This is an optimization exercise on Yosys and OpenROAD, whose aim is small area, not a production implementation.
No activity file was given, so power comes from the tool's default toggle rates.

// udp_rx
module udp_rx #(
    parameter       BOARD_MAC   =   48'h00_11_22_33_44_55       ,
    parameter       BOARD_IP    =   {8'd192,8'd168,8'd1,8'd10}  ,
    parameter       BOARD_PORT  =   16'd1234
)(
    input                           clk                         ,
    input                           rst_n                       ,
    input                           gmii_rx_dv                  ,
    input           [7 : 0]         gmii_rxd                    ,
    input           [31 : 0]        crc_out                     ,
    output  reg     [7 : 0]         crc_data                    ,
    output  reg                     crc_en                      ,
    output  reg                     crc_clr                     ,
    output  reg     [1 : 0]         eth_rx_type                 ,
    output  reg                     rx_done                     ,
    output  reg     [ 7 : 0]        iudp_rx_data                ,
    output  reg                     iudp_rx_data_vld            ,
    output  reg     [15 : 0]        iudp_data_length            ,
    output  reg     [31 : 0]        data_checksum               ,
    output  reg     [7 : 0]         icmp_rx_type                ,
    output  reg     [7 : 0]         icmp_rx_code                ,
    output  reg     [15 : 0]        icmp_rx_id                  ,
    output  reg     [15 : 0]        icmp_rx_seq                 ,
    output  reg     [47 : 0]        src_mac                     ,
    output  reg     [31 : 0]        src_ip                      ,
    output  reg                     arp_rx_type
);
For scale: about 240 I/O pins.
clock: 8.0 ns
lec_check: 0
cap_margin: 0
core_margin: 2
core_utilization: 65
place_density: 0.75
slew_margin: 0
standard.sh (not shown) runs the stock make flow with config.mk's settings and CLKGATE_MAP_FILE= SYNTH_SCRIPT=/design/flow/synth_recipe.tcl, a recipe that flattens the netlist after the stock synthesis.
==> flow/flow/run.sh <==
#!/bin/bash
# Standard ORFS synthesis, then an area-oriented ABC re-mapping of the
# combinational logic (registers untouched; several random seeds, smallest
# kept), then the standard layout with small port buffers and a leaner
# clock tree.
set -euo pipefail
HERE=$(pwd)
R=$HERE/orfs/results/sky130hd/udp_rx/base
LIB=$FLOW_HOME/platforms/sky130hd/lib/sky130_fd_sc_hd__tt_025C_1v80.lib
YOSYS=$(command -v yosys || echo $FLOW_HOME/../tools/install/yosys/bin/yosys)
SEEDS="0 1 2 3"

bash standard.sh synth > standard_synth.log 2>&1

cp $R/1_2_yosys.v $HERE/std_1_2_yosys.v
FFS=$(grep -o 'sky130_fd_sc_hd__[a-z0-9_]*' $R/1_2_yosys.v | sort -u | grep -E '__(df|edf|sdf|dl|conb)' | tr '\n' ' ')
for s in $SEEDS; do
  sed "s/@SEED@/$s/" flow/abc_remap.script > abc_remap_$s.script
  cat > remap_$s.ys <<EOY
read_liberty -ignore_miss_func -ignore_miss_data_latch $LIB
blackbox $FFS
read_verilog $HERE/std_1_2_yosys.v
hierarchy -top $FLOW_TOP
flatten
opt_clean -purge
abc -dont_use sky130_fd_sc_hd__probe_p_8 -dont_use sky130_fd_sc_hd__probec_p_8 -dont_use sky130_fd_sc_hd__lpflow_* -liberty $LIB -script $HERE/abc_remap_$s.script
opt_clean -purge
setundef -zero
hilomap -singleton -hicell sky130_fd_sc_hd__conb_1 HI -locell sky130_fd_sc_hd__conb_1 LO
splitnets
opt_clean -purge
rename -enumerate -pattern remap_n% w:*:* w:*/*
rename -enumerate -pattern remap_c% c:*:* c:*/*
rename -enumerate -pattern remap_w% w:*.*
tee -o remap_area_$s.txt stat -liberty $LIB
write_verilog -noattr -nohex -nodec $HERE/remap_$s.v
EOY
  ( $YOSYS -l remap_yosys_$s.log remap_$s.ys > /dev/null 2>&1 || true ) &
done
wait
best=""; best_area=""
for s in $SEEDS; do
  a=$(grep 'Chip area' remap_area_$s.txt 2>/dev/null | awk '{print $NF}')
  [[ -n "$a" && -s remap_$s.v ]] || continue
  echo "seed $s area $a" >> remap_choice.log
  if [[ -z "$best" ]] || awk "BEGIN{exit !($a < $best_area)}"; then best=$s; best_area=$a; fi
done
if [[ -n "$best" ]]; then
  echo "chosen seed $best area $best_area" >> remap_choice.log
  cp remap_$best.v $R/1_2_yosys.v
  rm -f $R/1_synth.odb $R/1_synth.sdc
else
  echo "remap failed; keeping the standard netlist" >> remap_choice.log
fi

bash standard.sh \
  BUFFER_PORTS_ARGS="-buffer_cell sky130_fd_sc_hd__buf_1" \
  CTS_ARGS="-sink_clustering_enable -repair_clock_nets -dont_use_dummy_load -buf_list sky130_fd_sc_hd__clkbuf_8 -sink_clustering_size 16 -sink_clustering_max_diameter 100" \
  finish > standard.log 2>&1
==> flow/flow/abc_remap.script <==
strash
&get -n
&deepsyn -T 60 -S @SEED@
&dch -f
&nf -R 1000
&put
==> next run, changes <==
--- a/flow/design.v
+++ b/flow/design.v
@@ -135,27 +135,31 @@
             eth_rx_type <= 2'd0;
         else if (st_eth && add_cnt && cnt == 16'd12)
             eth_rx_type <= ({rxd_r0, gmii_rxd} == 16'h0806) ? 2'd1 : 2'd0;
         else if (st_ip && add_cnt && cnt == 16'd9) begin
             if (rxd_r0 == 8'd17)     eth_rx_type <= 2'd3;
             else if (rxd_r0 == 8'd1) eth_rx_type <= 2'd2;
         end
     end
     always @(posedge clk) begin
-        if (st_ip && add_cnt && cnt == 16'd17)
+        if (!rst_n)
+            hdr_ok <= 1'b0;
+        else if (st_ip && add_cnt && cnt == 16'd17)
             hdr_ok <= ({rxd_r1, rxd_r0} == BOARD_IP[31:16]);
         else if (st_arp && add_cnt && cnt == 16'd7)
             hdr_ok <= ({rxd_r1, rxd_r0} == 16'd1) || ({rxd_r1, rxd_r0} == 16'd2);
         else if (st_arp && add_cnt && cnt == 16'd25)
             hdr_ok <= hdr_ok && ({rxd_r1, rxd_r0} == BOARD_IP[31:16]);
         else if (st_arp && add_cnt && cnt == 16'd26)
             hdr_ok <= hdr_ok && (rxd_r0 == BOARD_IP[15:8]);
-        if (st_arp && add_cnt && cnt == 16'd7)
+        if (!rst_n)
+            op_b1 <= 1'b0;
+        else if (st_arp && add_cnt && cnt == 16'd7)
             op_b1 <= rxd_r0[1];
     end
     always @(posedge clk) begin
         if (!rst_n)
             iudp_data_length <= 16'd0;
         else if (st_ip && add_cnt && cnt == 16'd4)
             iudp_data_length <= {arp_sh[79:72], rxd_r1} - {10'd0, ihl, 2'd0} - 16'd8;
     end
     always @(posedge clk) begin
@@ -183,19 +187,21 @@
     end
     always @(posedge clk) begin
         if (!rst_n)
             des_crc <= 24'hff_ff_ff;
         else if (add_cnt && st_crc)
             des_crc <= {rxd_r0, des_crc[23:8]};
     end
     wire arp_shift = st_arp && add_cnt && cnt >= 16'd8 && cnt <= 16'd17;
     always @(posedge clk) begin
-        if (arp_shift)
+        if (!rst_n)
+            arp_sh[79:32] <= 48'd0;
+        else if (arp_shift)
             arp_sh[79:32] <= arp_sh[71:24];
         else begin
             if (st_ip && add_cnt && cnt == 16'd3)
                 arp_sh[79:72] <= rxd_r1;
             if (st_ip && add_cnt && cnt == 16'd0)
                 arp_sh[71:68] <= rxd_r0[3:0];
             if (mac_upd) begin
                 arp_sh[32] <= (mac_uc || cnt == 16'd0) && (rxd_r0 == mac_byte);
                 arp_sh[33] <= (mac_bc || cnt == 16'd0) && (rxd_r0 == 8'hFF);
What happened:
- sequential power is about the same
- first-iteration DRC count increases by 38%
- wire length increases by 2.2%
- cell area increases by 0.46%
- power hardly moves
- worst setup slack loses 170 ps
- cell count increases by 4.7%
- via count increases by 5.5%
- clock power hardly moves
- core utilization barely changes
- area after synthesis increases by 0.93%
- hold slack gains 20 ps
- critical path depth increases by 3
No run of this note included a check of the RTL's function; only the layout flow was run.

what the ideal ports hide:
The flow's constraints put no driver on any port. The routed layouts listed below were extracted and timed again, unchanged, in two steps. Step 1, drivers: a clkbuf_16 drives clk and a buf_2 each remaining input, both assumed. Step 2 times the ports against the registers' clock, not the clock port: input delays grow and output delays shrink by t, the midpoint of the rising clock arrivals with the driver on. a / b / c = ideal ports / drivers / drivers and shift; a / b = the first two.
run | shift t [ns] | slack for setup (ns) | hold slack, ns
the first run | 0.586 | 0.547 / 0.547 / 0.547 | 0.451 / 0.451 / 0.451
the second run | 0.590 | 0.380 / 0.380 / 0.380 | 0.470 / 0.470 / 0.470
After both steps setup and hold are still met in every run listed.
